What follows belongs to an exercise in optimizing a design on an open flow for small area; a production flow would make more cautious choices.
Only simulation tests tie the RTL to the original design; equivalence was not proved.
No driver is modelled on the clock port, so clocking that relies on it looks cheaper here than on a real chip.
Power figures rest on the tool's default switching activity, not on a simulated workload.

Design simon_top, start of the top module:
module simon_top (
    input wire CLOCK_50,
    input wire [0:0] KEY,     
    input wire [3:0] SW,      
    output wire [9:0] LEDR,
    output wire [6:0] HEX0    
);
==> module game_fsm, before the edit <==
module game_fsm (
    input  wire       clk,
    input  wire       rst_n,
    input  wire       tick,
    input  wire [3:0] btn_evt,
    input  wire [1:0] lfsr_data,
    output wire       mem_write_en,
    output wire [5:0] mem_addr,
    output wire [1:0] mem_data_in,
    input  wire [1:0] mem_data_out,
    output wire [3:0] game_leds,
    output wire       led_success,
    output wire       led_fail,
    output wire [3:0] score_out
);
    localparam S_IDLE       = 4'd0;
    localparam S_IDLE_F     = 4'd1;
    localparam S_LVL_FIRST  = 4'd2;
    localparam S_LVL_NEXT   = 4'd3;
    localparam S_SHOW_DELAY = 4'd4;
    localparam S_LED_ON     = 4'd5;
    localparam S_LED_OFF    = 4'd6;
    localparam S_WAIT       = 4'd7;
    localparam S_CHECK_OK   = 4'd8;
    localparam S_CHECK_BAD  = 4'd9;
    localparam S_SUCCESS    = 4'd10;
    localparam S_FAIL       = 4'd11;
    localparam S_FAIL_WAIT  = 4'd12;
    reg [3:0] state;
    reg [6:0] timer;             
    reg [5:0] index;             
    reg [5:0] won;
    wire done = timer[6] & timer[5] & timer[4] & timer[1] & timer[0];
    wire last = (index == won) & ~(&won);
    wire any_btn = |btn_evt;
    reg [3:0] colour_leds;
    always @(*) begin
        case (mem_data_out)
            2'b00: colour_leds = 4'b0001;
            2'b01: colour_leds = 4'b0010;
            2'b10: colour_leds = 4'b0100;
            default: colour_leds = 4'b1000;
        endcase
    end
    wire bad = |(btn_evt & ~colour_leds);
    assign game_leds   = (state == S_LED_OFF) ? colour_leds :
                         {4{(state == S_FAIL_WAIT) & index[3]}};
    assign led_success = (state == S_LVL_NEXT);
    assign led_fail    = (state == S_FAIL_WAIT) | (state == S_IDLE_F);
    assign score_out   = won[3:0];
    assign mem_write_en = (state == S_LVL_FIRST) | (state == S_LVL_NEXT);
    assign mem_addr     = index;
    assign mem_data_in  = lfsr_data;
    reg idx_clear, idx_inc, idx_set;
    always @(*) begin
        idx_clear = 1'b0;
        idx_inc   = 1'b0;
        idx_set   = 1'b0;
        if (tick) begin
            case (state)
                S_IDLE, S_IDLE_F, S_LVL_FIRST, S_LVL_NEXT:
                    idx_clear = 1'b1;
                S_LED_OFF: begin
                    idx_clear = done & last;
                    idx_inc   = done & ~last;
                end
                S_CHECK_OK, S_FAIL_WAIT:
                    idx_inc = 1'b1;
                S_FAIL:
                    idx_set = 1'b1;
                default: ;
            endcase
        end
    end
    wire timing     = (state == S_SHOW_DELAY) | (state == S_LED_OFF) | (state == S_FAIL_WAIT);
    wire timer_load = tick & ~timing;
    always @(posedge clk) begin
        timer <= timer_load ? ((state == S_FAIL) ? 7'd15 : 7'd65)
                            : timer + {6'd0, tick};
        index <= ((index & {6{~idx_clear}}) + {5'd0, idx_inc}) | {6{idx_set}};
    end
    always @(posedge clk or negedge rst_n) begin
        if (!rst_n) begin
            state <= S_IDLE;
            won   <= 6'd0;
        end else if (tick) begin
            case (state)
                S_IDLE, S_IDLE_F:
                    state <= any_btn ? S_LVL_FIRST : S_IDLE;
                S_LVL_FIRST, S_LVL_NEXT:
                    state <= S_SHOW_DELAY;
                S_SHOW_DELAY:
                    if (done) state <= S_LED_ON;
                S_LED_ON:
                    state <= S_LED_OFF;
                S_LED_OFF:
                    if (done) state <= last ? S_WAIT : S_LED_ON;
                S_WAIT:
                    if (any_btn) state <= bad ? S_CHECK_BAD : S_CHECK_OK;
                S_CHECK_OK:
                    state <= last ? S_SUCCESS : S_WAIT;
                S_CHECK_BAD:
                    state <= S_FAIL;
                S_SUCCESS: begin
                    won   <= won + 6'd1;
                    state <= S_LVL_NEXT;
                end
                S_FAIL: begin
                    won   <= 6'd0;
                    state <= S_FAIL_WAIT;
                end
                S_FAIL_WAIT:
                    if (done) state <= S_IDLE_F;
                default:
                    state <= S_IDLE;
            endcase
        end
    end
endmodule
Settings: LEC_CHECK=0, CAP_MARGIN=20, CORE_MARGIN=2, CORE_UTILIZATION=40, SLEW_MARGIN=20; clock period 10.0 ns.
standard.sh (not shown) runs the stock make flow with config.mk's settings and CLKGATE_MAP_FILE= SYNTH_SCRIPT=/design/flow/synth_recipe.tcl, a recipe that flattens the netlist after the stock synthesis.
==> flow/flow/run.sh <==
#!/bin/bash
# Own layout flow: the standard flow (standard.sh) with three changes.
#  1. After the standard synthesis, the combinational logic is mapped again
#     by ABC for area (remap.tcl, with a 120 s &deepsyn run); the flip-flops are kept as they are, by
#     instance name and cell type.
#  2. CTS adds no dummy loads and uses clkbuf_8 buffers; after CTS each leaf
#     clock buffer is shrunk to the smallest clkbuf whose flip-flop clock-pin
#     slew stays low (post_cts.tcl); buf_6 is tried before keeping clkbuf_8.
#  3. Ports are buffered with buf_1.
# Every tool's full output goes to a log of its own in this folder; ORFS also
# keeps each step's log under orfs/logs/.
set -euo pipefail
W=$(pwd)
RES=$W/orfs/results/sky130hd/simon_top/base

bash standard.sh "$RES/1_2_yosys.v" > make_synth.log 2>&1
cp "$RES/1_2_yosys.v" "$W/standard_1_2_yosys.v"

DONT_USE=$(sed -n '/DONT_USE_CELLS/,/^$/p' "$FLOW_HOME/platforms/sky130hd/config.mk" \
           | grep -oE 'sky130_fd_sc_hd__[a-z0-9_]+' | tr '\n' ' ')
LIB="$FLOW_HOME/platforms/sky130hd/lib/sky130_fd_sc_hd__tt_025C_1v80.lib"
REMAP_IN="$W/standard_1_2_yosys.v" REMAP_OUT="$W/remapped.v" REMAP_LIB="$LIB" \
REMAP_DONT_USE="$DONT_USE" yosys -c "$W/flow/remap.tcl" > remap.log 2>&1
cp "$W/remapped.v" "$RES/1_2_yosys.v"

CTS="-sink_clustering_enable -repair_clock_nets -dont_use_dummy_load -buf_list {sky130_fd_sc_hd__clkbuf_8}"
bash standard.sh "CTS_ARGS=$CTS" "BUFFER_PORTS_ARGS=-buffer_cell sky130_fd_sc_hd__buf_1" \
    "POST_CTS_TCL=$W/flow/post_cts.tcl" finish > make_finish.log 2>&1
Other scripts of this flow, unchanged in this note and not shown: flow/flow/post_cts.tcl, flow/flow/remap.tcl
Rerun with:
--- a/flow/design.v
+++ b/flow/design.v
@@ -129,13 +129,13 @@
     localparam S_FAIL       = 4'd11;
     localparam S_FAIL_WAIT  = 4'd12;
     reg [3:0] state;
     reg [6:0] timer;             
     reg [5:0] index;             
     reg [5:0] won;
-    wire done = timer[6] & timer[5] & timer[4] & timer[1] & timer[0];
+    wire done = ~(timer[6] | timer[5] | timer[4] | timer[3] | timer[1]);
     wire last = (index == won) & ~(&won);
     wire any_btn = |btn_evt;
     reg [3:0] colour_leds;
     always @(*) begin
         case (mem_data_out)
             2'b00: colour_leds = 4'b0001;
@@ -171,17 +171,21 @@
                 S_FAIL:
                     idx_set = 1'b1;
                 default: ;
             endcase
         end
     end
-    wire timing     = (state == S_SHOW_DELAY) | (state == S_LED_OFF) | (state == S_FAIL_WAIT);
-    wire timer_load = tick & ~timing;
     always @(posedge clk) begin
-        timer <= timer_load ? ((state == S_FAIL) ? 7'd15 : 7'd65)
-                            : timer + {6'd0, tick};
+        if (tick) begin
+            case (state)
+                S_SHOW_DELAY, S_LED_OFF, S_FAIL_WAIT:
+                    timer <= {timer[5:0], timer[6] ^ timer[5]};
+                S_FAIL:  timer <= 7'd72;
+                default: timer <= 7'd45;
+            endcase
+        end
         index <= ((index & {6{~idx_clear}}) + {5'd0, idx_inc}) | {6{idx_set}};
     end
     always @(posedge clk or negedge rst_n) begin
         if (!rst_n) begin
             state <= S_IDLE;
             won   <= 6'd0;
After rerunning: The new run finished clean; total power is about the same; global-route usage stays flat; area after synthesis is about the same; wire length came out lower by 0.81%; critical path depth does not change; worst hold slack is better by 0.0041 ns; design area came out lower by 0.44%; fmax increases by 5.9%; die area is about the same; worst setup slack is better by 0.25 ns; clock skew stays flat; final cell count goes down by 3.6%; synthesized cell count went down by 5.3%.

-- re-timing with driven ports --
In the flow no input, the clock included, has a driving cell. The finished layouts below were timed again as built, in two steps.
Step 1 sets driving cells, clkbuf_16 on the clock port and buf_2 on the other inputs (assumed; they add their load-dependent delay and slew).
Step 2 times the ports against the registers' clock, not the clock port: input delays grow and output delays shrink by t, the midpoint of the rising clock arrivals with the driver on.
a / b / c = ideal ports / drivers / drivers and shift; a / b = the first two.
| run | t (ns) | setup slack, ns | hold WS [ns] | clock arrival spread, ns |
|---|---|---|---|---|
| the first run | 0.444 | 5.580 / 5.549 / 5.992 | 0.272 / 0.272 / 0.272 | 0.067 / 0.067 |
| the second run | 0.435 | 5.826 / 5.794 / 6.152 | 0.276 / 0.276 / 0.276 | 0.064 / 0.064 |
After both steps every run listed still meets setup and hold.
